From an optimization exercise on the open Yosys and OpenROAD flow, aimed at small area; shortcuts taken in it are not production practice. Function was not checked in any run shown here: the RTL went through the layout flow alone. Power and IR drop assume default switching activity.

--- flow/flow/run.sh ---
#!/bin/bash
# Standard synthesis, then the combinational logic re-mapped for area
# (flow/post.ys), then the standard layout from floorplan to finish.
set -euo pipefail
W=$(pwd)
R=$W/orfs/results/$FLOW_PLATFORM/calc_top/base
LIB=$FLOW_HOME/platforms/$FLOW_PLATFORM/lib/sky130_fd_sc_hd__tt_025C_1v80.lib
bash standard.sh synth > $W/synth.log 2>&1
cp $R/1_2_yosys.v $W/std_synth.v
sed -e "s#@LIB@#$LIB#g" -e "s#@IN@#$W/std_synth.v#" -e "s#@OUT@#$R/1_2_yosys.v#" -e "s#@W@#$W#" \
    flow/post.ys > $W/post_run.ys
yosys -s $W/post_run.ys > $W/post_yosys.log 2>&1
bash standard.sh BUFFER_PORTS_ARGS="-buffer_cell sky130_fd_sc_hd__buf_1" finish > $W/layout.log 2>&1
--- flow/flow/post.ys ---
# Re-map the standard synthesis netlist: every combinational cell except the
# full adders is turned back into logic and mapped again by ABC for area, as
# one flat netlist. Registers, full adders and tie cells are kept as they are.
read_liberty -ignore_miss_func -ignore_miss_dir @LIB@
read_verilog @IN@
hierarchy -top calc_top
setattr -mod -set keep_hierarchy 1 sky130_fd_sc_hd__fa_* sky130_fd_sc_hd__df* sky130_fd_sc_hd__conb_1
flatten
select -module calc_top
opt -fast
abc -liberty @LIB@ -dont_use sky130_fd_sc_hd__lpflow_bleeder_1 -dont_use sky130_fd_sc_hd__lpflow_clkbufkapwr_1 -dont_use sky130_fd_sc_hd__lpflow_clkbufkapwr_16 -dont_use sky130_fd_sc_hd__lpflow_clkbufkapwr_2 -dont_use sky130_fd_sc_hd__lpflow_clkbufkapwr_4 -dont_use sky130_fd_sc_hd__lpflow_clkbufkapwr_8 -dont_use sky130_fd_sc_hd__lpflow_clkinvkapwr_1 -dont_use sky130_fd_sc_hd__lpflow_clkinvkapwr_16 -dont_use sky130_fd_sc_hd__lpflow_clkinvkapwr_2 -dont_use sky130_fd_sc_hd__lpflow_clkinvkapwr_4 -dont_use sky130_fd_sc_hd__lpflow_clkinvkapwr_8 -dont_use sky130_fd_sc_hd__lpflow_decapkapwr_12 -dont_use sky130_fd_sc_hd__lpflow_decapkapwr_3 -dont_use sky130_fd_sc_hd__lpflow_decapkapwr_4 -dont_use sky130_fd_sc_hd__lpflow_decapkapwr_6 -dont_use sky130_fd_sc_hd__lpflow_decapkapwr_8 -dont_use sky130_fd_sc_hd__lpflow_inputiso0n_1 -dont_use sky130_fd_sc_hd__lpflow_inputiso0p_1 -dont_use sky130_fd_sc_hd__lpflow_inputiso1n_1 -dont_use sky130_fd_sc_hd__lpflow_inputiso1p_1 -dont_use sky130_fd_sc_hd__lpflow_inputisolatch_1 -dont_use sky130_fd_sc_hd__lpflow_isobufsrc_1 -dont_use sky130_fd_sc_hd__lpflow_isobufsrc_16 -dont_use sky130_fd_sc_hd__lpflow_isobufsrc_2 -dont_use sky130_fd_sc_hd__lpflow_isobufsrc_4 -dont_use sky130_fd_sc_hd__lpflow_isobufsrc_8 -dont_use sky130_fd_sc_hd__lpflow_isobufsrckapwr_16 -dont_use sky130_fd_sc_hd__lpflow_lsbuf_lh_hl_isowell_tap_1 -dont_use sky130_fd_sc_hd__lpflow_lsbuf_lh_hl_isowell_tap_2 -dont_use sky130_fd_sc_hd__lpflow_lsbuf_lh_hl_isowell_tap_4 -dont_use sky130_fd_sc_hd__lpflow_lsbuf_lh_isowell_4 -dont_use sky130_fd_sc_hd__lpflow_lsbuf_lh_isowell_tap_1 -dont_use sky130_fd_sc_hd__lpflow_lsbuf_lh_isowell_tap_2 -dont_use sky130_fd_sc_hd__lpflow_lsbuf_lh_isowell_tap_4 -dont_use sky130_fd_sc_hd__probe_p_8 -dont_use sky130_fd_sc_hd__probec_p_8  -script "+strash; dch -f; amap; topo"
opt_clean -purge
hilomap -singleton -hicell sky130_fd_sc_hd__conb_1 HI -locell sky130_fd_sc_hd__conb_1 LO
splitnets
opt_clean -purge
select -clear
tee -o @W@/post_stat.txt stat -liberty @LIB@
select calc_top
write_verilog -noattr -noexpr -nohex -nodec -selected @OUT@
--- flow/standard.sh ---
#!/bin/bash
# synth_recipe.tcl (not shown) runs the flow's synth.tcl, then flattens the netlist and writes it again
# the make line also repeats each setting of config.mk as NAME=value (left out here)
make -C /OpenROAD-flow-scripts/flow DESIGN_CONFIG=/design/flow/config.mk WORK_HOME=/design/flow/orfs CLKGATE_MAP_FILE= SYNTH_SCRIPT=/design/flow/synth_recipe.tcl "${@:-finish}"
--- flow/config.mk ---
export PLATFORM = sky130hd
export DESIGN_NAME = calc_top
export DESIGN_NICKNAME = calc_top
export VERILOG_FILES = /design/flow/design.v
export SDC_FILE = /design/flow/constraint.sdc
export NUM_CORES = 4
export LEC_CHECK = 0
export ABC_AREA = 1
export CAP_MARGIN = 20
export CORE_MARGIN = 2
export CORE_UTILIZATION = 75
export CTS_BUF_LIST = sky130_fd_sc_hd__clkbuf_8
export SLEW_MARGIN = 20
export SYNTH_HIERARCHICAL = 1
--- flow/constraint.sdc ---
create_clock -name core_clock -period 12.0 [get_ports {clk}]
set_input_delay 2.4000 -clock core_clock [delete_from_list [all_inputs] [get_ports {clk}]]
set_output_delay 2.4000 -clock core_clock [all_outputs]
set_load 0.01 [all_outputs]
--- flow/design.v ---
module hex2seg (
   input [3:0] number,            
   output reg [6:0] pattern );    
   always @ (number)
      case(number)
         4'h0:  pattern = 7'b0000001;   
         4'h1:  pattern = 7'b1001111;   
         4'h2:  pattern = 7'b0010010;
         4'h3:  pattern = 7'b0000110;
         4'h4:  pattern = 7'b1001100;
         4'h5:  pattern = 7'b0100100;
         4'h6:  pattern = 7'b0100000;
         4'h7:  pattern = 7'b0001111;
         4'h8:  pattern = 7'b0000000;
         4'h9:  pattern = 7'b0000100;
         4'hA:  pattern = 7'b0001000;
         4'hB:  pattern = 7'b1100000;
         4'hC:  pattern = 7'b0110001;
         4'hD:  pattern = 7'b1000010;
         4'hE:  pattern = 7'b0110000;
         4'hF:  pattern = 7'b0111000;   
      endcase   
endmodule 
module DisplayInterface(
    input [15:0] value,
    input [9:0] count10,
    input [1:0] count2,
    output [9:0] next10,
    output at_zero,
    output [7:0] digit,
    output [7:0] segment
    );
    wire low_zero = ~|count10[8:0];
    assign at_zero = low_zero & ~count10[9];
    assign next10 = {count10[8:0], count10[9] ^ count10[6] ^ low_zero};
    reg [3:0] hex_value;
    always @*
        case (count2)
          2'b00: hex_value = value[3:0];
          2'b01: hex_value = value[7:4];
          2'b10: hex_value = value[11:8];
          2'b11: hex_value = value[15:12];
        endcase
    assign digit = {4'b1111, ~(count2 == 2'b11), ~(count2 == 2'b10),
                    ~(count2 == 2'b01), ~(count2 == 2'b00)};
    wire [6:0] hex_pattern;
    hex2seg part_seg(.number(hex_value), .pattern(hex_pattern));
    assign segment = {hex_pattern, 1'b1};
endmodule
module myCalc(
    input [16:0] X,
    input [16:0] Y,
    input [1:0] OP,
    input [4:0] keycode,
    input newkey,
    output reg [16:0] nextX,
    output loadY,
    output clearY,
    output OVW
    );
    wire sub = ~OP[0];
    wire b1 = Y[1] & ~Y[0];
    wire l2 = X[0] & Y[0];
    wire l3 = Y[1] & ~l2;
    wire p4 = ((X[1] & Y[0]) | (X[0] & b1)) ^ Y[1];
    wire p5 = ((X[2] & Y[0]) | (X[1] & b1)) ^ Y[1];
    wire p6 = ((X[3] & Y[0]) | (X[2] & b1)) ^ Y[1];
    wire p7 = ((X[4] & Y[0]) | (X[3] & b1)) ^ Y[1];
    wire p8 = ((X[5] & Y[0]) | (X[4] & b1)) ^ Y[1];
    wire p9 = ((X[6] & Y[0]) | (X[5] & b1)) ^ Y[1];
    wire p10 = ((X[7] & Y[0]) | (X[6] & b1)) ^ Y[1];
    wire p11 = ((X[8] & Y[0]) | (X[7] & b1)) ^ Y[1];
    wire p12 = ((X[9] & Y[0]) | (X[8] & b1)) ^ Y[1];
    wire p13 = ((X[10] & Y[0]) | (X[9] & b1)) ^ Y[1];
    wire p14 = ((X[11] & Y[0]) | (X[10] & b1)) ^ Y[1];
    wire p15 = ((X[12] & Y[0]) | (X[11] & b1)) ^ Y[1];
    wire p16 = ((X[13] & Y[0]) | (X[12] & b1)) ^ Y[1];
    wire p17 = ((X[14] & Y[0]) | (X[13] & b1)) ^ Y[1];
    wire p18 = ((X[15] & Y[0]) | (X[14] & b1)) ^ Y[1];
    wire p19 = ((X[16] & Y[0]) | (X[15] & b1)) ^ Y[1];
    wire p20 = ((X[16] & Y[0]) | (X[16] & b1)) ^ Y[1];
    wire b21 = Y[2] ^ Y[1];
    wire b22 = (Y[3] & ~Y[2] & ~Y[1]) | (~Y[3] & Y[2] & Y[1]);
    wire l23 = X[0] & b21;
    wire l24 = Y[3] & ~l23;
    wire p25 = ((X[1] & b21) | (X[0] & b22)) ^ Y[3];
    wire p26 = ((X[2] & b21) | (X[1] & b22)) ^ Y[3];
    wire p27 = ((X[3] & b21) | (X[2] & b22)) ^ Y[3];
    wire p28 = ((X[4] & b21) | (X[3] & b22)) ^ Y[3];
    wire p29 = ((X[5] & b21) | (X[4] & b22)) ^ Y[3];
    wire p30 = ((X[6] & b21) | (X[5] & b22)) ^ Y[3];
    wire p31 = ((X[7] & b21) | (X[6] & b22)) ^ Y[3];
    wire p32 = ((X[8] & b21) | (X[7] & b22)) ^ Y[3];
    wire p33 = ((X[9] & b21) | (X[8] & b22)) ^ Y[3];
    wire p34 = ((X[10] & b21) | (X[9] & b22)) ^ Y[3];
    wire p35 = ((X[11] & b21) | (X[10] & b22)) ^ Y[3];
    wire p36 = ((X[12] & b21) | (X[11] & b22)) ^ Y[3];
    wire p37 = ((X[13] & b21) | (X[12] & b22)) ^ Y[3];
    wire p38 = ((X[14] & b21) | (X[13] & b22)) ^ Y[3];
    wire p39 = ((X[15] & b21) | (X[14] & b22)) ^ Y[3];
    wire b40 = Y[4] ^ Y[3];
    wire b41 = (Y[5] & ~Y[4] & ~Y[3]) | (~Y[5] & Y[4] & Y[3]);
    wire l42 = X[0] & b40;
    wire l43 = Y[5] & ~l42;
    wire p44 = ((X[1] & b40) | (X[0] & b41)) ^ Y[5];
    wire p45 = ((X[2] & b40) | (X[1] & b41)) ^ Y[5];
    wire p46 = ((X[3] & b40) | (X[2] & b41)) ^ Y[5];
    wire p47 = ((X[4] & b40) | (X[3] & b41)) ^ Y[5];
    wire p48 = ((X[5] & b40) | (X[4] & b41)) ^ Y[5];
    wire p49 = ((X[6] & b40) | (X[5] & b41)) ^ Y[5];
    wire p50 = ((X[7] & b40) | (X[6] & b41)) ^ Y[5];
    wire p51 = ((X[8] & b40) | (X[7] & b41)) ^ Y[5];
    wire p52 = ((X[9] & b40) | (X[8] & b41)) ^ Y[5];
    wire p53 = ((X[10] & b40) | (X[9] & b41)) ^ Y[5];
    wire p54 = ((X[11] & b40) | (X[10] & b41)) ^ Y[5];
    wire p55 = ((X[12] & b40) | (X[11] & b41)) ^ Y[5];
    wire p56 = ((X[13] & b40) | (X[12] & b41)) ^ Y[5];
    wire b57 = Y[6] ^ Y[5];
    wire b58 = (Y[7] & ~Y[6] & ~Y[5]) | (~Y[7] & Y[6] & Y[5]);
    wire l59 = X[0] & b57;
    wire l60 = Y[7] & ~l59;
    wire p61 = ((X[1] & b57) | (X[0] & b58)) ^ Y[7];
    wire p62 = ((X[2] & b57) | (X[1] & b58)) ^ Y[7];
    wire p63 = ((X[3] & b57) | (X[2] & b58)) ^ Y[7];
    wire p64 = ((X[4] & b57) | (X[3] & b58)) ^ Y[7];
    wire p65 = ((X[5] & b57) | (X[4] & b58)) ^ Y[7];
    wire p66 = ((X[6] & b57) | (X[5] & b58)) ^ Y[7];
    wire p67 = ((X[7] & b57) | (X[6] & b58)) ^ Y[7];
    wire p68 = ((X[8] & b57) | (X[7] & b58)) ^ Y[7];
    wire p69 = ((X[9] & b57) | (X[8] & b58)) ^ Y[7];
    wire p70 = ((X[10] & b57) | (X[9] & b58)) ^ Y[7];
    wire p71 = ((X[11] & b57) | (X[10] & b58)) ^ Y[7];
    wire b72 = Y[8] ^ Y[7];
    wire b73 = (Y[9] & ~Y[8] & ~Y[7]) | (~Y[9] & Y[8] & Y[7]);
    wire l74 = X[0] & b72;
    wire l75 = Y[9] & ~l74;
    wire p76 = ((X[1] & b72) | (X[0] & b73)) ^ Y[9];
    wire p77 = ((X[2] & b72) | (X[1] & b73)) ^ Y[9];
    wire p78 = ((X[3] & b72) | (X[2] & b73)) ^ Y[9];
    wire p79 = ((X[4] & b72) | (X[3] & b73)) ^ Y[9];
    wire p80 = ((X[5] & b72) | (X[4] & b73)) ^ Y[9];
    wire p81 = ((X[6] & b72) | (X[5] & b73)) ^ Y[9];
    wire p82 = ((X[7] & b72) | (X[6] & b73)) ^ Y[9];
    wire p83 = ((X[8] & b72) | (X[7] & b73)) ^ Y[9];
    wire p84 = ((X[9] & b72) | (X[8] & b73)) ^ Y[9];
    wire b85 = Y[10] ^ Y[9];
    wire b86 = (Y[11] & ~Y[10] & ~Y[9]) | (~Y[11] & Y[10] & Y[9]);
    wire l87 = X[0] & b85;
    wire l88 = Y[11] & ~l87;
    wire p89 = ((X[1] & b85) | (X[0] & b86)) ^ Y[11];
    wire p90 = ((X[2] & b85) | (X[1] & b86)) ^ Y[11];
    wire p91 = ((X[3] & b85) | (X[2] & b86)) ^ Y[11];
    wire p92 = ((X[4] & b85) | (X[3] & b86)) ^ Y[11];
    wire p93 = ((X[5] & b85) | (X[4] & b86)) ^ Y[11];
    wire p94 = ((X[6] & b85) | (X[5] & b86)) ^ Y[11];
    wire p95 = ((X[7] & b85) | (X[6] & b86)) ^ Y[11];
    wire b96 = Y[12] ^ Y[11];
    wire b97 = (Y[13] & ~Y[12] & ~Y[11]) | (~Y[13] & Y[12] & Y[11]);
    wire l98 = X[0] & b96;
    wire l99 = Y[13] & ~l98;
    wire p100 = ((X[1] & b96) | (X[0] & b97)) ^ Y[13];
    wire p101 = ((X[2] & b96) | (X[1] & b97)) ^ Y[13];
    wire p102 = ((X[3] & b96) | (X[2] & b97)) ^ Y[13];
    wire p103 = ((X[4] & b96) | (X[3] & b97)) ^ Y[13];
    wire p104 = ((X[5] & b96) | (X[4] & b97)) ^ Y[13];
    wire b105 = Y[14] ^ Y[13];
    wire b106 = (Y[15] & ~Y[14] & ~Y[13]) | (~Y[15] & Y[14] & Y[13]);
    wire l107 = X[0] & b105;
    wire l108 = Y[15] & ~l107;
    wire p109 = ((X[1] & b105) | (X[0] & b106)) ^ Y[15];
    wire p110 = ((X[2] & b105) | (X[1] & b106)) ^ Y[15];
    wire p111 = ((X[3] & b105) | (X[2] & b106)) ^ Y[15];
    wire b112 = Y[16] ^ Y[15];
    wire b113 = (Y[16] & ~Y[16] & ~Y[15]) | (~Y[16] & Y[16] & Y[15]);
    wire l114 = X[0] & b112;
    wire l115 = Y[16] & ~l114;
    wire p116 = ((X[1] & b112) | (X[0] & b113)) ^ Y[16];
    wire ha117_0, ha117_1;
    ha u117 (l3, p4, ha117_0, ha117_1);
    wire fa118_0, fa118_1;
    fa u118 (l23, p5, ha117_1, fa118_0, fa118_1);
    wire fa119_0, fa119_1;
    fa u119 (l24, p6, p25, fa119_0, fa119_1);
    wire ha120_0, ha120_1;
    ha u120 (fa118_1, fa119_0, ha120_0, ha120_1);
    wire fa121_0, fa121_1;
    fa u121 (l42, p7, p26, fa121_0, fa121_1);
    wire fa122_0, fa122_1;
    fa u122 (fa119_1, fa121_0, ha120_1, fa122_0, fa122_1);
    wire fa123_0, fa123_1;
    fa u123 (l43, p8, p27, fa123_0, fa123_1);
    wire fa124_0, fa124_1;
    fa u124 (p44, fa121_1, fa123_0, fa124_0, fa124_1);
    wire ha125_0, ha125_1;
    ha u125 (fa122_1, fa124_0, ha125_0, ha125_1);
    wire fa126_0, fa126_1;
    fa u126 (l59, p9, p28, fa126_0, fa126_1);
    wire fa127_0, fa127_1;
    fa u127 (p45, fa123_1, fa126_0, fa127_0, fa127_1);
    wire fa128_0, fa128_1;
    fa u128 (fa124_1, fa127_0, ha125_1, fa128_0, fa128_1);
    wire fa129_0, fa129_1;
    fa u129 (l60, p10, p29, fa129_0, fa129_1);
    wire fa130_0, fa130_1;
    fa u130 (p46, p61, fa126_1, fa130_0, fa130_1);
    wire fa131_0, fa131_1;
    fa u131 (fa129_0, fa130_0, fa127_1, fa131_0, fa131_1);
    wire ha132_0, ha132_1;
    ha u132 (fa128_1, fa131_0, ha132_0, ha132_1);
    wire fa133_0, fa133_1;
    fa u133 (l74, p11, p30, fa133_0, fa133_1);
    wire fa134_0, fa134_1;
    fa u134 (p47, p62, fa129_1, fa134_0, fa134_1);
    wire fa135_0, fa135_1;
    fa u135 (fa133_0, fa130_1, fa134_0, fa135_0, fa135_1);
    wire fa136_0, fa136_1;
    fa u136 (fa131_1, fa135_0, ha132_1, fa136_0, fa136_1);
    wire fa137_0, fa137_1;
    fa u137 (l75, p12, p31, fa137_0, fa137_1);
    wire fa138_0, fa138_1;
    fa u138 (p48, p63, p76, fa138_0, fa138_1);
    wire fa139_0, fa139_1;
    fa u139 (fa133_1, fa137_0, fa138_0, fa139_0, fa139_1);
    wire fa140_0, fa140_1;
    fa u140 (fa134_1, fa139_0, fa135_1, fa140_0, fa140_1);
    wire ha141_0, ha141_1;
    ha u141 (fa136_1, fa140_0, ha141_0, ha141_1);
    wire fa142_0, fa142_1;
    fa u142 (l87, p13, p32, fa142_0, fa142_1);
    wire fa143_0, fa143_1;
    fa u143 (p49, p64, p77, fa143_0, fa143_1);
    wire fa144_0, fa144_1;
    fa u144 (fa137_1, fa138_1, fa142_0, fa144_0, fa144_1);
    wire fa145_0, fa145_1;
    fa u145 (fa143_0, fa139_1, fa144_0, fa145_0, fa145_1);
    wire fa146_0, fa146_1;
    fa u146 (fa145_0, fa140_1, ha141_1, fa146_0, fa146_1);
    wire fa147_0, fa147_1;
    fa u147 (l88, p14, p33, fa147_0, fa147_1);
    wire fa148_0, fa148_1;
    fa u148 (p50, p65, p78, fa148_0, fa148_1);
    wire fa149_0, fa149_1;
    fa u149 (p89, fa142_1, fa143_1, fa149_0, fa149_1);
    wire fa150_0, fa150_1;
    fa u150 (fa147_0, fa148_0, fa149_0, fa150_0, fa150_1);
    wire fa151_0, fa151_1;
    fa u151 (fa144_1, fa145_1, fa150_0, fa151_0, fa151_1);
    wire ha152_0, ha152_1;
    ha u152 (fa146_1, fa151_0, ha152_0, ha152_1);
    wire fa153_0, fa153_1;
    fa u153 (l98, p15, p34, fa153_0, fa153_1);
    wire fa154_0, fa154_1;
    fa u154 (p51, p66, p79, fa154_0, fa154_1);
    wire fa155_0, fa155_1;
    fa u155 (p90, fa147_1, fa148_1, fa155_0, fa155_1);
    wire fa156_0, fa156_1;
    fa u156 (fa153_0, fa154_0, fa149_1, fa156_0, fa156_1);
    wire fa157_0, fa157_1;
    fa u157 (fa155_0, fa150_1, fa156_0, fa157_0, fa157_1);
    wire fa158_0, fa158_1;
    fa u158 (fa151_1, fa157_0, ha152_1, fa158_0, fa158_1);
    wire fa159_0, fa159_1;
    fa u159 (l99, p16, p35, fa159_0, fa159_1);
    wire fa160_0, fa160_1;
    fa u160 (p52, p67, p80, fa160_0, fa160_1);
    wire fa161_0, fa161_1;
    fa u161 (p91, p100, fa153_1, fa161_0, fa161_1);
    wire fa162_0, fa162_1;
    fa u162 (fa154_1, fa159_0, fa160_0, fa162_0, fa162_1);
    wire fa163_0, fa163_1;
    fa u163 (fa155_1, fa161_0, fa162_0, fa163_0, fa163_1);
    wire fa164_0, fa164_1;
    fa u164 (fa156_1, fa163_0, fa157_1, fa164_0, fa164_1);
    wire ha165_0, ha165_1;
    ha u165 (fa158_1, fa164_0, ha165_0, ha165_1);
    wire fa166_0, fa166_1;
    fa u166 (l107, p17, p36, fa166_0, fa166_1);
    wire fa167_0, fa167_1;
    fa u167 (p53, p68, p81, fa167_0, fa167_1);
    wire fa168_0, fa168_1;
    fa u168 (p92, p101, fa159_1, fa168_0, fa168_1);
    wire fa169_0, fa169_1;
    fa u169 (fa160_1, fa166_0, fa167_0, fa169_0, fa169_1);
    wire fa170_0, fa170_1;
    fa u170 (fa161_1, fa168_0, fa162_1, fa170_0, fa170_1);
    wire fa171_0, fa171_1;
    fa u171 (fa169_0, fa163_1, fa170_0, fa171_0, fa171_1);
    wire fa172_0, fa172_1;
    fa u172 (fa171_0, fa164_1, ha165_1, fa172_0, fa172_1);
    wire fa173_0, fa173_1;
    fa u173 (l108, p18, p37, fa173_0, fa173_1);
    wire fa174_0, fa174_1;
    fa u174 (p54, p69, p82, fa174_0, fa174_1);
    wire fa175_0, fa175_1;
    fa u175 (p93, p102, p109, fa175_0, fa175_1);
    wire fa176_0, fa176_1;
    fa u176 (fa166_1, fa167_1, fa173_0, fa176_0, fa176_1);
    wire fa177_0, fa177_1;
    fa u177 (fa174_0, fa175_0, fa168_1, fa177_0, fa177_1);
    wire fa178_0, fa178_1;
    fa u178 (fa169_1, fa176_0, fa170_1, fa178_0, fa178_1);
    wire fa179_0, fa179_1;
    fa u179 (fa177_0, fa171_1, fa178_0, fa179_0, fa179_1);
    wire ha180_0, ha180_1;
    ha u180 (fa172_1, fa179_0, ha180_0, ha180_1);
    wire fa181_0, fa181_1;
    fa u181 (l114, p19, p38, fa181_0, fa181_1);
    wire fa182_0, fa182_1;
    fa u182 (p55, p70, p83, fa182_0, fa182_1);
    wire fa183_0, fa183_1;
    fa u183 (p94, p103, p110, fa183_0, fa183_1);
    wire fa184_0, fa184_1;
    fa u184 (fa173_1, fa174_1, fa175_1, fa184_0, fa184_1);
    wire fa185_0, fa185_1;
    fa u185 (fa181_0, fa182_0, fa183_0, fa185_0, fa185_1);
    wire fa186_0, fa186_1;
    fa u186 (fa184_0, fa176_1, fa185_0, fa186_0, fa186_1);
    wire fa187_0, fa187_1;
    fa u187 (fa177_1, fa186_0, fa178_1, fa187_0, fa187_1);
    wire fa188_0, fa188_1;
    fa u188 (fa179_1, fa187_0, ha180_1, fa188_0, fa188_1);
    wire x189 = l115 ^ p20;
    wire x190 = p39 ^ p56;
    wire x191 = p71 ^ p84;
    wire x192 = p95 ^ p104;
    wire x193 = p111 ^ p116;
    wire x194 = x189 ^ x190;
    wire x195 = x191 ^ x192;
    wire x196 = x193 ^ fa181_1;
    wire x197 = fa182_1 ^ fa183_1;
    wire x198 = x194 ^ x195;
    wire x199 = x196 ^ x197;
    wire x200 = x198 ^ fa184_1;
    wire x201 = fa185_1 ^ x199;
    wire x202 = x200 ^ x201;
    wire x203 = fa186_1 ^ x202;
    wire x204 = x203 ^ fa187_1;
    wire x205 = x204 ^ fa188_1;
    wire d206 = ~(X[1] & ~X[0]);
    wire q207 = ~(X[0] & X[1]);
    wire q208 = ~(X[0] & X[2]);
    wire d209 = ~(X[2] & ~X[1]);
    wire q210 = ~(X[1] & X[2]);
    wire q211 = ~(X[0] & X[3]);
    wire q212 = ~(X[0] & X[4]);
    wire q213 = ~(X[1] & X[3]);
    wire d214 = ~(X[3] & ~X[2]);
    wire q215 = ~(X[2] & X[3]);
    wire q216 = ~(X[0] & X[5]);
    wire q217 = ~(X[1] & X[4]);
    wire q218 = ~(X[0] & X[6]);
    wire q219 = ~(X[1] & X[5]);
    wire q220 = ~(X[2] & X[4]);
    wire d221 = ~(X[4] & ~X[3]);
    wire q222 = ~(X[3] & X[4]);
    wire q223 = ~(X[0] & X[7]);
    wire q224 = ~(X[1] & X[6]);
    wire q225 = ~(X[2] & X[5]);
    wire q226 = ~(X[0] & X[8]);
    wire q227 = ~(X[1] & X[7]);
    wire q228 = ~(X[2] & X[6]);
    wire q229 = ~(X[3] & X[5]);
    wire d230 = ~(X[5] & ~X[4]);
    wire q231 = ~(X[4] & X[5]);
    wire q232 = ~(X[0] & X[9]);
    wire q233 = ~(X[1] & X[8]);
    wire q234 = ~(X[2] & X[7]);
    wire q235 = ~(X[3] & X[6]);
    wire q236 = ~(X[0] & X[10]);
    wire q237 = ~(X[1] & X[9]);
    wire q238 = ~(X[2] & X[8]);
    wire q239 = ~(X[3] & X[7]);
    wire q240 = ~(X[4] & X[6]);
    wire d241 = ~(X[6] & ~X[5]);
    wire q242 = ~(X[5] & X[6]);
    wire q243 = ~(X[0] & X[11]);
    wire q244 = ~(X[1] & X[10]);
    wire q245 = ~(X[2] & X[9]);
    wire q246 = ~(X[3] & X[8]);
    wire q247 = ~(X[4] & X[7]);
    wire q248 = ~(X[0] & X[12]);
    wire q249 = ~(X[1] & X[11]);
    wire q250 = ~(X[2] & X[10]);
    wire q251 = ~(X[3] & X[9]);
    wire q252 = ~(X[4] & X[8]);
    wire q253 = ~(X[5] & X[7]);
    wire d254 = ~(X[7] & ~X[6]);
    wire q255 = ~(X[6] & X[7]);
    wire q256 = ~(X[0] & X[13]);
    wire q257 = ~(X[1] & X[12]);
    wire q258 = ~(X[2] & X[11]);
    wire q259 = ~(X[3] & X[10]);
    wire q260 = ~(X[4] & X[9]);
    wire q261 = ~(X[5] & X[8]);
    wire q262 = ~(X[0] & X[14]);
    wire q263 = ~(X[1] & X[13]);
    wire q264 = ~(X[2] & X[12]);
    wire q265 = ~(X[3] & X[11]);
    wire q266 = ~(X[4] & X[10]);
    wire q267 = ~(X[5] & X[9]);
    wire q268 = ~(X[6] & X[8]);
    wire d269 = ~(X[8] & ~X[7]);
    wire q270 = ~(X[7] & X[8]);
    wire q271 = ~(X[0] & X[15]);
    wire q272 = ~(X[1] & X[14]);
    wire q273 = ~(X[2] & X[13]);
    wire q274 = ~(X[3] & X[12]);
    wire q275 = ~(X[4] & X[11]);
    wire q276 = ~(X[5] & X[10]);
    wire q277 = ~(X[6] & X[9]);
    wire q278 = ~(X[0] & X[16]);
    wire q279 = ~(X[1] & X[15]);
    wire q280 = ~(X[2] & X[14]);
    wire q281 = ~(X[3] & X[13]);
    wire q282 = ~(X[4] & X[12]);
    wire q283 = ~(X[5] & X[11]);
    wire q284 = ~(X[6] & X[10]);
    wire q285 = ~(X[7] & X[9]);
    wire xor2m286_0;
    xor2m u286 (q207, q208, xor2m286_0);
    wire nor2m287_0;
    nor2m u287 (q207, q208, nor2m287_0);
    wire i288 = ~nor2m287_0;
    wire fa289_0, fa289_1;
    fa u289 (d209, q211, i288, fa289_0, fa289_1);
    wire fa290_0, fa290_1;
    fa u290 (q210, q212, q213, fa290_0, fa290_1);
    wire xor2m291_0;
    xor2m u291 (fa289_1, fa290_0, xor2m291_0);
    wire nor2m292_0;
    nor2m u292 (fa289_1, fa290_0, nor2m292_0);
    wire fa293_0, fa293_1;
    fa u293 (d214, q216, q217, fa293_0, fa293_1);
    wire i294 = ~nor2m292_0;
    wire fa295_0, fa295_1;
    fa u295 (fa290_1, fa293_0, i294, fa295_0, fa295_1);
    wire fa296_0, fa296_1;
    fa u296 (q215, q218, q219, fa296_0, fa296_1);
    wire fa297_0, fa297_1;
    fa u297 (q220, fa293_1, fa296_0, fa297_0, fa297_1);
    wire xor2m298_0;
    xor2m u298 (fa295_1, fa297_0, xor2m298_0);
    wire nor2m299_0;
    nor2m u299 (fa295_1, fa297_0, nor2m299_0);
    wire fa300_0, fa300_1;
    fa u300 (d221, q223, q224, fa300_0, fa300_1);
    wire fa301_0, fa301_1;
    fa u301 (q225, fa296_1, fa300_0, fa301_0, fa301_1);
    wire i302 = ~nor2m299_0;
    wire fa303_0, fa303_1;
    fa u303 (fa297_1, fa301_0, i302, fa303_0, fa303_1);
    wire fa304_0, fa304_1;
    fa u304 (q222, q226, q227, fa304_0, fa304_1);
    wire fa305_0, fa305_1;
    fa u305 (q228, q229, fa300_1, fa305_0, fa305_1);
    wire fa306_0, fa306_1;
    fa u306 (fa304_0, fa301_1, fa305_0, fa306_0, fa306_1);
    wire xor2m307_0;
    xor2m u307 (fa303_1, fa306_0, xor2m307_0);
    wire nor2m308_0;
    nor2m u308 (fa303_1, fa306_0, nor2m308_0);
    wire fa309_0, fa309_1;
    fa u309 (d230, q232, q233, fa309_0, fa309_1);
    wire fa310_0, fa310_1;
    fa u310 (q234, q235, fa304_1, fa310_0, fa310_1);
    wire fa311_0, fa311_1;
    fa u311 (fa309_0, fa305_1, fa310_0, fa311_0, fa311_1);
    wire i312 = ~nor2m308_0;
    wire fa313_0, fa313_1;
    fa u313 (fa306_1, fa311_0, i312, fa313_0, fa313_1);
    wire fa314_0, fa314_1;
    fa u314 (q231, q236, q237, fa314_0, fa314_1);
    wire fa315_0, fa315_1;
    fa u315 (q238, q239, q240, fa315_0, fa315_1);
    wire fa316_0, fa316_1;
    fa u316 (fa309_1, fa314_0, fa315_0, fa316_0, fa316_1);
    wire fa317_0, fa317_1;
    fa u317 (fa310_1, fa316_0, fa311_1, fa317_0, fa317_1);
    wire xor2m318_0;
    xor2m u318 (fa313_1, fa317_0, xor2m318_0);
    wire nor2m319_0;
    nor2m u319 (fa313_1, fa317_0, nor2m319_0);
    wire fa320_0, fa320_1;
    fa u320 (d241, q243, q244, fa320_0, fa320_1);
    wire fa321_0, fa321_1;
    fa u321 (q245, q246, q247, fa321_0, fa321_1);
    wire fa322_0, fa322_1;
    fa u322 (fa314_1, fa315_1, fa320_0, fa322_0, fa322_1);
    wire fa323_0, fa323_1;
    fa u323 (fa321_0, fa316_1, fa322_0, fa323_0, fa323_1);
    wire i324 = ~nor2m319_0;
    wire fa325_0, fa325_1;
    fa u325 (fa323_0, fa317_1, i324, fa325_0, fa325_1);
    wire fa326_0, fa326_1;
    fa u326 (q242, q248, q249, fa326_0, fa326_1);
    wire fa327_0, fa327_1;
    fa u327 (q250, q251, q252, fa327_0, fa327_1);
    wire fa328_0, fa328_1;
    fa u328 (q253, fa320_1, fa321_1, fa328_0, fa328_1);
    wire fa329_0, fa329_1;
    fa u329 (fa326_0, fa327_0, fa322_1, fa329_0, fa329_1);
    wire fa330_0, fa330_1;
    fa u330 (fa328_0, fa323_1, fa329_0, fa330_0, fa330_1);
    wire xor2m331_0;
    xor2m u331 (fa325_1, fa330_0, xor2m331_0);
    wire nor2m332_0;
    nor2m u332 (fa325_1, fa330_0, nor2m332_0);
    wire fa333_0, fa333_1;
    fa u333 (d254, q256, q257, fa333_0, fa333_1);
    wire fa334_0, fa334_1;
    fa u334 (q258, q259, q260, fa334_0, fa334_1);
    wire fa335_0, fa335_1;
    fa u335 (q261, fa326_1, fa327_1, fa335_0, fa335_1);
    wire fa336_0, fa336_1;
    fa u336 (fa333_0, fa334_0, fa328_1, fa336_0, fa336_1);
    wire fa337_0, fa337_1;
    fa u337 (fa335_0, fa329_1, fa336_0, fa337_0, fa337_1);
    wire i338 = ~nor2m332_0;
    wire fa339_0, fa339_1;
    fa u339 (fa330_1, fa337_0, i338, fa339_0, fa339_1);
    wire fa340_0, fa340_1;
    fa u340 (q255, q262, q263, fa340_0, fa340_1);
    wire fa341_0, fa341_1;
    fa u341 (q264, q265, q266, fa341_0, fa341_1);
    wire fa342_0, fa342_1;
    fa u342 (q267, q268, fa333_1, fa342_0, fa342_1);
    wire fa343_0, fa343_1;
    fa u343 (fa334_1, fa340_0, fa341_0, fa343_0, fa343_1);
    wire fa344_0, fa344_1;
    fa u344 (fa335_1, fa342_0, fa343_0, fa344_0, fa344_1);
    wire fa345_0, fa345_1;
    fa u345 (fa336_1, fa344_0, fa337_1, fa345_0, fa345_1);
    wire xor2m346_0;
    xor2m u346 (fa339_1, fa345_0, xor2m346_0);
    wire nor2m347_0;
    nor2m u347 (fa339_1, fa345_0, nor2m347_0);
    wire fa348_0, fa348_1;
    fa u348 (d269, q271, q272, fa348_0, fa348_1);
    wire fa349_0, fa349_1;
    fa u349 (q273, q274, q275, fa349_0, fa349_1);
    wire fa350_0, fa350_1;
    fa u350 (q276, q277, fa340_1, fa350_0, fa350_1);
    wire fa351_0, fa351_1;
    fa u351 (fa341_1, fa348_0, fa349_0, fa351_0, fa351_1);
    wire fa352_0, fa352_1;
    fa u352 (fa342_1, fa343_1, fa350_0, fa352_0, fa352_1);
    wire fa353_0, fa353_1;
    fa u353 (fa351_0, fa344_1, fa352_0, fa353_0, fa353_1);
    wire i354 = ~nor2m347_0;
    wire fa355_0, fa355_1;
    fa u355 (fa353_0, fa345_1, i354, fa355_0, fa355_1);
    wire x356 = q270 ^ q278;
    wire x357 = q279 ^ q280;
    wire x358 = q281 ^ q282;
    wire x359 = q283 ^ q284;
    wire x360 = q285 ^ x356;
    wire x361 = x357 ^ x358;
    wire x362 = x359 ^ fa348_1;
    wire x363 = fa349_1 ^ x360;
    wire x364 = x361 ^ x362;
    wire x365 = x363 ^ fa350_1;
    wire x366 = fa351_1 ^ x364;
    wire x367 = x365 ^ x366;
    wire x368 = fa352_1 ^ x367;
    wire x369 = x368 ^ fa353_1;
    wire x370 = x369 ^ fa355_1;
    wire a371 = X[0] ^ sub;
    wire a372 = X[1] ^ sub;
    wire a373 = X[2] ^ sub;
    wire a374 = X[3] ^ sub;
    wire a375 = X[4] ^ sub;
    wire a376 = X[5] ^ sub;
    wire a377 = X[6] ^ sub;
    wire a378 = X[7] ^ sub;
    wire a379 = X[8] ^ sub;
    wire a380 = X[9] ^ sub;
    wire a381 = X[10] ^ sub;
    wire a382 = X[11] ^ sub;
    wire a383 = X[12] ^ sub;
    wire a384 = X[13] ^ sub;
    wire a385 = X[14] ^ sub;
    wire a386 = X[15] ^ sub;
    wire a387 = X[16] ^ sub;
    wire a388 = X[16] ^ sub;
    wire fa389_0, fa389_1;
    fa u389 (Y[0], sub, a371, fa389_0, fa389_1);
    wire fa390_0, fa390_1;
    fa u390 (Y[1], a372, fa389_1, fa390_0, fa390_1);
    wire fa391_0, fa391_1;
    fa u391 (Y[2], a373, fa390_1, fa391_0, fa391_1);
    wire fa392_0, fa392_1;
    fa u392 (Y[3], a374, fa391_1, fa392_0, fa392_1);
    wire fa393_0, fa393_1;
    fa u393 (Y[4], a375, fa392_1, fa393_0, fa393_1);
    wire fa394_0, fa394_1;
    fa u394 (Y[5], a376, fa393_1, fa394_0, fa394_1);
    wire fa395_0, fa395_1;
    fa u395 (Y[6], a377, fa394_1, fa395_0, fa395_1);
    wire fa396_0, fa396_1;
    fa u396 (Y[7], a378, fa395_1, fa396_0, fa396_1);
    wire fa397_0, fa397_1;
    fa u397 (Y[8], a379, fa396_1, fa397_0, fa397_1);
    wire fa398_0, fa398_1;
    fa u398 (Y[9], a380, fa397_1, fa398_0, fa398_1);
    wire fa399_0, fa399_1;
    fa u399 (Y[10], a381, fa398_1, fa399_0, fa399_1);
    wire fa400_0, fa400_1;
    fa u400 (Y[11], a382, fa399_1, fa400_0, fa400_1);
    wire fa401_0, fa401_1;
    fa u401 (Y[12], a383, fa400_1, fa401_0, fa401_1);
    wire fa402_0, fa402_1;
    fa u402 (Y[13], a384, fa401_1, fa402_0, fa402_1);
    wire fa403_0, fa403_1;
    fa u403 (Y[14], a385, fa402_1, fa403_0, fa403_1);
    wire fa404_0, fa404_1;
    fa u404 (Y[15], a386, fa403_1, fa404_0, fa404_1);
    wire fa405_0, fa405_1;
    fa u405 (Y[16], a387, fa404_1, fa405_0, fa405_1);
    wire x406 = Y[16] ^ a388;
    wire x407 = x406 ^ fa405_1;
    wire [17:0] P = {x205, fa188_0, ha180_0, fa172_0, ha165_0, fa158_0, ha152_0, fa146_0, ha141_0, fa136_0, ha132_0, fa128_0, ha125_0, fa122_0, ha120_0, fa118_0, ha117_0, l2};    
    wire [17:0] S = {x370, ~fa355_0, xor2m346_0, ~fa339_0, xor2m331_0, ~fa325_0, xor2m318_0, ~fa313_0, xor2m307_0, ~fa303_0, xor2m298_0, ~fa295_0, xor2m291_0, ~fa289_0, xor2m286_0, ~d206, 1'b0, X[0]};    
    wire [17:0] A = {x407, fa405_0, fa404_0, fa403_0, fa402_0, fa401_0, fa400_0, fa399_0, fa398_0, fa397_0, fa396_0, fa395_0, fa394_0, fa393_0, fa392_0, fa391_0, fa390_0, fa389_0};    
    wire [15:0] below;
    prefix_or neg_carry (.x(X[15:0]), .y(below));
    wire [16:0] N = {X[16:1] ^ below[15:0], X[0]};
    wire k_digit = newkey & keycode[4];
    wire k_op    = newkey & (keycode[4:2] == 3'b010);
    wire k_ce    = newkey & (keycode == 5'b01100);
    wire k_ca    = newkey & (keycode == 5'b00100);
    wire k_eq    = newkey & (keycode == 5'b00011);
    wire k_sqr   = newkey & (keycode == 5'b00001);
    wire k_neg   = newkey & (keycode == 5'b00010);
    wire op_mul = (OP == 2'b01);
    always @* begin
        if (k_digit)                  nextX = {X[12:0], keycode[3:0]};
        else if (k_op | k_ce | k_ca)  nextX = 17'b0;
        else if (k_eq & OP[1])        nextX = A[16:0];
        else if (k_eq & op_mul)       nextX = P[16:0];
        else if (k_sqr)               nextX = S[16:0];
        else if (k_neg)               nextX = N;
        else                          nextX = X;
    end
    assign loadY = k_op;
    assign clearY = k_ca;
    assign OVW = (OP[1] & A[17]) | (op_mul & P[17]) | (k_sqr & S[17]);
endmodule
module prefix_or(input [15:0] x, output [15:0] y);
    genvar k;
    assign y[0] = x[0];
    generate for (k = 1; k < 16; k = k + 1) begin : chain
        assign y[k] = y[k-1] | x[k];
    end endgenerate
endmodule
module fa(input a, input b, input c, output s, output co);
    assign s = a ^ b ^ c;
    assign co = (a & b) | (a & c) | (b & c);
endmodule
module ha(input a, input b, output s, output co);
    assign s = a ^ b;
    assign co = a & b;
endmodule
module xor2m(input a, input b, output y);
    assign y = a ^ b;
endmodule
module nor2m(input a, input b, output y);
    assign y = ~(a | b);
endmodule
module xnor2m(input a, input b, output y);
    assign y = ~(a ^ b);
endmodule
module or2m(input a, input b, output y);
    assign y = a | b;
endmodule
module ornm(input a, input b, output y);
    assign y = a | ~b;
endmodule
module andnm(input a, input b, output y);
    assign y = a & ~b;
endmodule
module calc_top(
        input clk,               
        input rst,               
        input [4:0] keycode,     
        input newkey,            
        output [15:0] calcOut,   
        output [7:0] digit,      
        output [7:0] segment,    
        output NEG_LED,
        output OVW_LED
        );
    reg [16:0] X, Y;         
    reg [1:0] OP;            
    reg [9:0] count10;       
    reg [1:0] count2;        
    wire [16:0] nextX;
    wire loadY, clearY;
    myCalc calculator (
        .X(X), .Y(Y), .OP(OP),
        .keycode(keycode), .newkey(newkey),
        .nextX(nextX), .loadY(loadY), .clearY(clearY),
        .OVW(OVW_LED)
        );
    always @(posedge clk or posedge rst)
        if (rst) X <= 17'b0;
        else X <= nextX;
    always @(posedge clk or posedge rst)
        if (rst) begin
            Y <= 17'b0;
            OP <= 2'b0;
        end else if (loadY) begin
            Y <= X;
            OP <= keycode[1:0];
        end else if (clearY) begin
            Y <= 17'b0;
            OP <= 2'b0;
        end
    assign calcOut = X[15:0];
    assign NEG_LED = X[16];
    wire [9:0] next10;
    wire at_zero;
    DisplayInterface display (
        .value(X[15:0]), .count10(count10), .count2(count2),
        .next10(next10), .at_zero(at_zero),
        .digit(digit), .segment(segment)
        );
    always @(posedge clk or posedge rst)
        if (rst) count10 <= 10'b0;
        else count10 <= next10;
    always @(posedge clk or posedge rst)
        if (rst) count2 <= 2'b0;
        else if (at_zero) count2 <= count2 + 2'b1;
endmodule
==> run notes, run 1 <==
- The flow ran to the end and the layout has no timing, DRC or antenna violations.
- The final estimated routing congestion in global placement is between 1 and 1.5.
- The peak supply drop is 322 µV.
- Post-CTS repair changed the size of 0 cells.
- Pin placement for this block handled 42 I/O pins.
- The region available for standard cell placement spans a little under 0.01 mm².
- In the synthesized netlist, the number of instances is 947.
- The type of the worst setup path is flop to output pin.
- The routed wire length per instance is 23.1 µm.
- The source of the worst register-to-register timing path is X[0].
- The total overflow left after global routing is 0.
- The width of the die is approximately 100 µm.
- In the final layout, flip-flops and latches occupy 0.00120 mm².
- The analysis attributes to net switching a power of roughly 1400 µW.
- For the worst setup path, the data required time is approximately 9.6 ns.
- The CTS buffer count is 5.
- The number of buffers inserted by post-CTS setup repair is 0.
- The first global-routing pass estimated about 43000 µm of wire.
- Between clock sinks in the finished design, the worst skew comes to 0.0128 ns.
- Hold repair after CTS inserted 0 buffers.
- The routed design has approximately 26000 µm of wire.
- Clock-pin slew was measured on the worst setup and hold paths at about 0.1 ns.
- Once detail routing completed, the nets flagged for antenna violations numbered 0.
- The H-tree was split into 2 levels.
- Averaged over all synthesized cells, the footprint is 7.98 µm².
- The floorplan has 36 rows.
- The mapped netlist covers 0.00755 mm².
- Summing all multi-input logic gate instances after layout gives between 0.006 and 0.007 mm².
- The maximum achievable frequency is approximately 88 MHz.
- The Yosys step of the flow raised 10 warnings.
- The number of diodes added for antenna fixing is 0.
- For this block, the initial DRC count from the detailed router was 1377.
- Of the total power, the share spent switching nets is 0.568.
- The top cell types in the final layout, fill and taps aside, are 186 x sky130_fd_sc_hd__nand2_1, 141 x sky130_fd_sc_hd__o22ai_1, 130 x sky130_fd_sc_hd__fa_1.
- The worst hold path was traced through 0 stages.
- In the final timing run, aggregate negative setup slack is 0 ns.
- STA classifies the critical path startpoint as a flop.
- In this run the static leakage power is 0.00276 µW.
- The first detailed-routing pass took 8 iterations.
- CTS placed an instance of sky130_fd_sc_hd__clkbuf_8 at the clock tree root.
- The sequential power share is 0.104.
- The total vias in the final route is 8647.
- Compared with the post-synthesis result, the final layout area differs by 7.88%.
- The capturing point of the worst reg2reg path is X[16].
- The die area is approximately 0.011 mm².
- Setup repair after global routing left no endpoint under its margin.
- The transition time at the pin with the least slew margin is ~0.97 ns.
- The leading cell type in the layout, fill and taps excluded is sky130_fd_sc_hd__nand2_1.
- The start point of the worst hold path is count10[0].
- In this run the tightest slew margin relative to its limit is 0.349.
- The highest net fanout along the worst path is 20.
- Of the available clock period, the critical path in the final layout requires 0.943.
- Of the total power, combinational logic draws 0.847.
- The number of antenna violations at the first check in global routing is 0.
- Using the TritonRoute via totals, the vias-per-cell ratio works out to about 7.5.
- The share of total power dissipated in the clock network is 0.049.
- The total internal power is around 1100 µW.
- After legalization and detailed placement, the total HPWL measured ~18000 µm.
- The clock latency reported for the late side of the worst-skew pair is ~0.32 ns.
- After routing the design area is 0.00815 mm².
- Subtracting the final worst setup slack from the clock period gives about 11 ns.
- The clock tree from TritonCTS is yes.
- After detailed placement, the total cell area comes to around 0.0080 mm².
- The die height is about 100 µm.
- The number of clock sinks is 48.
- Across every metal layer, demand over resource in global routing totals 0.502.
- Of the cells placed in the final design, the portion with a size suffix greater than 1 is 0.0306.
- The worst register-to-register path has a depth of 20.
- In the routed design, unresolved DRC markers number 0.
- The data arrival time at the worst-slack endpoint is 8.91 ns.
- The setup violation total in the final timing report is 0.
- The via count of the first global-routing pass was 8779.
- The final hold violation count is 0.
- The number of buffers on the longest clock path is 2.
- The class of the worst hold path is flop to flop.
- The initial utilization of the core area, before any placement, comes to 0.773.
- The endpoint kind of the worst setup timing path is an output pin.
- Setup slack on the worst reg-to-reg path comes out at 3.43 ns.
- Entering global routing, the biggest net connects 49 pins.
- The number of port buffers is 36.
- The worst hold path terminates at count10[1].
- The number of max-slew violations in the final report is 0.
- The final layout contains ~1200 nets.
- Max-cap violations in this run came to 0.
- Counting the fill cells in the layout gives 641.
- For this design the ratio of total power to cell area is between 300 and 400 mW/mm².
[flip-flops by register name (all words and copies together), names as in the netlist]
signal / count
X: 17
Y: 17
count10: 10
count2: 2
OP: 2
[power groups by stage]
stage,clock (µW),sequential (µW),combinational (µW)
2_1_floorplan,0,243,1430
3_3_place_gp,0,261,1990
3_5_place_dp,0,264,2070
4_1_cts,122,261,2080
5_1_grt,129,269,2340
6_report,125,266,2160
[layer usage]
metal,vias up,wire [µm],global-route usage
met5,-,0,0
li1,3537,-,-
met2,849,11700,0.756
met4,0,2080,0.305
met3,261,4010,0.158
met1,4000,8720,0.637
[worst max-delay path by stage]
stage	from	to
floorplan	OP[0]	OVW_LED
global placement	X[0]	OVW_LED
detailed placement	X[0]	OVW_LED
CTS	X[0]	OVW_LED
global route	X[0]	OVW_LED
finish	X[0]	OVW_LED
[per-stage QoR]
step                std cells  worst slack [ns]  utilization  hold WS, ns  power, µW
floorplan                 951              1.49            -        0.354       1680
global placement         1139              1.55        0.821        0.364       2250
detailed placement       1139              1.21        0.821        0.366       2330
CTS                      1147             0.869        0.833        0.387       2470
global route             1147             0.562        0.834        0.402       2740
finish                   1147             0.686        0.834        0.390       2550
[final cells by class]
| cell class | instances | area share |
|---|---|---|
| Clock inverter | 3 | 0.00583 |
| Sequential cell | 48 | 0.147 |
| Inverter | 84 | 0.0388 |
| Clock buffer | 5 | 0.00844 |
| Multi-Input combinational cell | 819 | 0.745 |
| Timing Repair Buffer | 55 | 0.0341 |
| Tap cell | 133 | 0.0204 |
[worst max-delay path, stage by stage (launching register included)]
cell and delay (ns):
sky130_fd_sc_hd__dfrtp_1 0.86, sky130_fd_sc_hd__o22ai_1 0.25, sky130_fd_sc_hd__fa_1 0.45, sky130_fd_sc_hd__fa_1 0.41
sky130_fd_sc_hd__fa_1 0.43, sky130_fd_sc_hd__fa_1 0.41, sky130_fd_sc_hd__fa_1 0.39, sky130_fd_sc_hd__fa_1 0.39
sky130_fd_sc_hd__fa_1 0.39, sky130_fd_sc_hd__fa_1 0.39, sky130_fd_sc_hd__fa_1 0.39, sky130_fd_sc_hd__fa_1 0.42
sky130_fd_sc_hd__fa_1 0.41, sky130_fd_sc_hd__fa_1 0.40, sky130_fd_sc_hd__fa_1 0.40, sky130_fd_sc_hd__fa_1 0.39
sky130_fd_sc_hd__fa_1 0.40, sky130_fd_sc_hd__fa_1 0.40, sky130_fd_sc_hd__fa_1 0.41, sky130_fd_sc_hd__a21oi_1 0.18
sky130_fd_sc_hd__nand2_1 0.07, sky130_fd_sc_hd__o211ai_1 0.11, sky130_fd_sc_hd__nand3_1 0.10, sky130_fd_sc_hd__buf_1 0.14
==> inputs of run 2 (changes only) <==
--- a/flow/config.mk
+++ b/flow/config.mk
@@ -9,6 +9,7 @@
 export CAP_MARGIN = 20
 export CORE_MARGIN = 2
-export CORE_UTILIZATION = 75
+export CORE_UTILIZATION = 55
 export CTS_BUF_LIST = sky130_fd_sc_hd__clkbuf_8
+export GPL_TIMING_DRIVEN = 0
 export SLEW_MARGIN = 20
 export SYNTH_HIERARCHICAL = 1
==> run 2 against run 1 <==
Sequential power about the same. Combinational power about the same. Sequential share of layout area barely moved. Sequential cell count stayed put. Utilization is 22 points lower. Final cell count is 2.9% higher. Total power is 0.88% lower. Clock skew fell by 0.00098 ns. Area after synthesis unchanged. Via count is 7.9% lower. Die area is 35% higher. Critical path type unchanged.
==> run notes, run 2 <==
- The half-perimeter wire length after placement is 18200 µm (-0.41%).
- The number of buffers inserted by post-CTS setup repair is 0 (unchanged).
- The post-cts sizing count is 0 (unchanged).
- The number of port buffers is 36 (unchanged).
- The count of hold buffers inserted by post-cts repair came to 0 (unchanged).
- The number of levels the H-tree was split into is 2 (unchanged).
- Setup repair after global routing left no endpoint under its margin.
- The maximum achievable frequency is 86.7 MHz (-1.9%).
- The hold-critical path depth came to 0 (unchanged).
- The largest registers in the layout are X: 17 flops, Y: 17 flops, count10: 10 flops.
- The net switching share of the total power is 0.575 (+0.00766).
- The critical path is of the flop to output pin type.
- The relative area change from synthesis to final layout is 7.82% (about the same).
- The cell area after synthesis was 0.00755 mm² (unchanged).
- The global-route total usage across every layer is 0.366 (-0.136).
- The count of synthesis-stage warnings from yosys is 10 (unchanged).
- The sequential power share is 0.106 (+0.002).
- The worst setup path is launched from a flop.
- The class of the worst hold path is flop to flop.
- The worst slew margin relative to its limit is 0.218 (-0.131).
- The ratio of final minimum period to clock period is 0.961 (+0.0180).
- The clock edge transition at the registers on the reported setup and hold paths came to 0.08 ns (-0.02 ns).
- The endpoint kind of the worst setup timing path is an output pin.
- The worst register-to-register path ends at X[16].
- The total power per unit cell area came to 310 mW/mm² (-0.82%).
- The average size of a mapped cell is 7.98 µm² (unchanged).
- The final hold violation count was 0 (unchanged).
- The number of max-slew violations in the final report is 0 (unchanged).
- The run finished with no timing, DRC or antenna violations.
- The number of clock sinks is 48 (unchanged).
- The wire length reported by the detailed router is 25600 µm (-3.4%).
- The final estimated routing congestion in global placement came to 0.918 (-11%).
- The critical path capture point is OVW_LED.
- The startpoint identified for the worst register-to-register timing path is X[0].
- The peak supply drop is 687 µV (+110%).
- The number of cell instances on the worst register-to-register path is 21 (+5.0%).
- The number of antenna violations at the first check in global routing was 0 (unchanged).
- The detailed-route DRC error count is 0 (unchanged).
- The number of buffers on the longest clock path is 2 (unchanged).
- The worst clock skew is 0.0119 ns (-0.000976 ns).
- The part of the power in combinational logic is 0.856 (+0.009).
- The width of the die is 121 µm (+16%).
- The setup violation total in the final timing report is 0 (unchanged).
- The number of nets at the end of the flow is 1142 (-0.78%).
- The worst setup path startpoint is X[0].
- The first-pass GRT wire length is 41500 µm (-3.2%).
- The data arrival time at the worst-slack endpoint came to 9.13 ns (+0.22 ns).
- The reported net switching power is 1450 µW (+0.46%).
- The total internal power is 1070 µW (-2.6%).
- The die height is 121 µm (+16%).
- The number of iterations in the first detailed-routing pass is 6 (-2).
- The required time at the endpoint of the critical path is 9.60 ns (about the same).
- The synthesized instance count came to 947 (unchanged).
- The number of instances in the placed design is 1171 (+2.8%).
- The starting density of the core is 0.566 (-0.207).
- The starting DRC count in detailed routing came to 932 (-32%).
- The total vias in the final route is 7965 (-7.9%).
- The residual antenna-violating net count after detailed routing is 0 (unchanged).
- The via count of the first global-routing pass came to 7838 (-11%).
- The ratio of cells with drive above 1 in the final layout is 0.0269 (-0.00368).
- The leading cell type in the layout, fill and taps excluded is sky130_fd_sc_hd__nand2_1.
- The slack of the worst reg-to-reg path is 3.15 ns (-0.28 ns).
- The total overflow reported by the global router is 0 (unchanged).
- The top cell types in the final layout, fill and taps aside, are 186 x sky130_fd_sc_hd__nand2_1, 139 x sky130_fd_sc_hd__o22ai_1, 130 x sky130_fd_sc_hd__fa_1.
- The die area came to 0.0147 mm² (+35%).
- The transition time at the pin with the least slew margin is 1.17 ns (+0.199 ns).
- The number of diodes added for antenna fixing is 0 (unchanged).
- The highest net fanout along the worst path came to 21 (+5.0%).
- TritonCTS built the clock tree.
- The via density per instance is 6.75 (-10%).
- The proportion of power drawn by the clock network came to 0.038 (-0.011).
- The CTS buffer count is 5 (unchanged).
- The sequential cell area is 0.00120 mm² (unchanged).
- The area occupied by multi-input gates is 0.00610 mm² (+0.49%).
- The number of placement rows is 42 (+17%).
- The clock latency reported for the late side of the worst-skew pair is 0.32 ns (about the same).
- The static leakage came to 0.00271 µW (-1.8%).
- The final cell count without fillers came to 1180 (+2.9%).
- The count of maximum capacitance violations came to 0 (unchanged).
- The total I/O pin count was 42 (unchanged).
- The number of fillers in the final layout was 1221 (+90%).
- The total negative slack is 0 ns (unchanged).
- The placeable core region is 0.0133 mm² (+37%).
- The clock tree root driver cell is sky130_fd_sc_hd__clkbuf_8.
- The maximum number of pins on one net before global-route repair is 37 (-24%).
- The routed wire length per instance is 21.7 µm (-6.1%).
- The post-layout minimum cycle time is 11.53 ns (+0.216 ns).
## run 2: layout make-up
| cell class | instances | area share |
|---|---|---|
| multi-input combinational | 819 | 0.749 |
| sequential | 48 | 0.147 |
| inverter | 84 | 0.0398 |
| tap | 176 | 0.0270 |
| timing repair buffer | 44 | 0.0258 |
| clock buffer | 5 | 0.00845 |
| timing repair inverter | 2 | 0.00123 |
| clock inverter | 2 | 0.00108 |
## run 2: metrics by stage
step	hold WS, ns	setup slack [ns]	instance area [µm²]	power (µW)	utilization
after global routing	0.395	0.0730	8140	2760	0.610
after global placement	0.361	0.741	7920	2310	0.594
after detailed placement	0.363	0.567	8040	2390	0.603
after CTS	0.387	0.217	8120	2500	0.608
after floorplan	0.354	1.49	7570	1680	-
final	0.384	0.470	8140	2530	0.610
## run 2: worst min path at each step
stage	start	end	slack, ns
2_1_floorplan	count10[1]	count10[2]	0.35
3_3_place_gp	count10[7]	count10[8]	0.36
3_5_place_dp	count10[2]	count10[3]	0.36
4_1_cts	count10[7]	count10[8]	0.39
5_1_grt	count10[4]	count10[5]	0.40
6_report	count10[7]	count10[8]	0.38
## run 2: critical path: stages, from the launching register on
cell	delay, ns
sky130_fd_sc_hd__dfrtp_1	0.75
sky130_fd_sc_hd__clkinvlp_4	0.50
sky130_fd_sc_hd__o22ai_1	0.16
sky130_fd_sc_hd__fa_1	0.44
sky130_fd_sc_hd__fa_1	0.41
sky130_fd_sc_hd__fa_1	0.43
sky130_fd_sc_hd__fa_1	0.40
sky130_fd_sc_hd__fa_1	0.39
sky130_fd_sc_hd__fa_1	0.39
sky130_fd_sc_hd__fa_1	0.39
sky130_fd_sc_hd__fa_1	0.39
sky130_fd_sc_hd__fa_1	0.39
sky130_fd_sc_hd__fa_1	0.38
sky130_fd_sc_hd__fa_1	0.40
sky130_fd_sc_hd__fa_1	0.40
sky130_fd_sc_hd__fa_1	0.41
sky130_fd_sc_hd__fa_1	0.39
sky130_fd_sc_hd__fa_1	0.38
sky130_fd_sc_hd__fa_1	0.38
sky130_fd_sc_hd__fa_1	0.39
sky130_fd_sc_hd__a21oi_1	0.18
sky130_fd_sc_hd__nand2_1	0.07
sky130_fd_sc_hd__o211ai_1	0.11
sky130_fd_sc_hd__nand3_1	0.13
sky130_fd_sc_hd__buf_1	0.15
## run 2: power by group through the flow
stage / Clock, µW / Combinational, µW / Sequential [µW]
2_1_floorplan: 0 / 1430 / 243
3_3_place_gp: 0 / 2050 / 266
3_5_place_dp: 0 / 2130 / 268
4_1_cts: 96.8 / 2140 / 265
5_1_grt: 103 / 2390 / 275
6_report: 96.7 / 2160 / 268
## run 2: routing by layer
metal | vias to the layer above | routed length [µm] | GRT usage | part of all wire
met5 | - | 0 | 0 | 0
met4 | 0 | 908 | 0.129 | 0.035
met3 | 87 | 2570 | 0.0625 | 0.10
met2 | 486 | 12100 | 0.594 | 0.47
met1 | 3870 | 9980 | 0.499 | 0.39
li1 | 3522 | - | - | -

-- static timing again, ports no longer ideal --
The results above use ideal ports. As a check the final layouts listed here were re-extracted and re-timed, cells and wires unchanged. Step 1 sets driving cells, clkbuf_16 on the clock port and buf_2 on the other inputs (assumed; they add their load-dependent delay and slew). Step 2 adds t to the input delays and takes it off the output delays; t is the mean of the earliest and latest rising clock arrival at the registers after step 1. Input paths then give back, and output paths get back, about the clock's delay inside the block. a / b / c = ideal / step 1 / step 2; a / b = the first two.
run | shift t [ns] | setup WS [ns] | worst hold slack (ns) | latest minus earliest clock arrival (ns) | worst register clock-pin slew, ns
run 1 | 0.347 | 0.686 / 0.651 / 0.997 | 0.390 / 0.390 / 0.390 | 0.013 / 0.013 | 0.11 / 0.11
run 2 | 0.353 | 0.470 / 0.433 / 0.786 | 0.384 / 0.384 / 0.384 | 0.012 / 0.012 | 0.10 / 0.10
After both steps setup and hold are still met in every run listed.
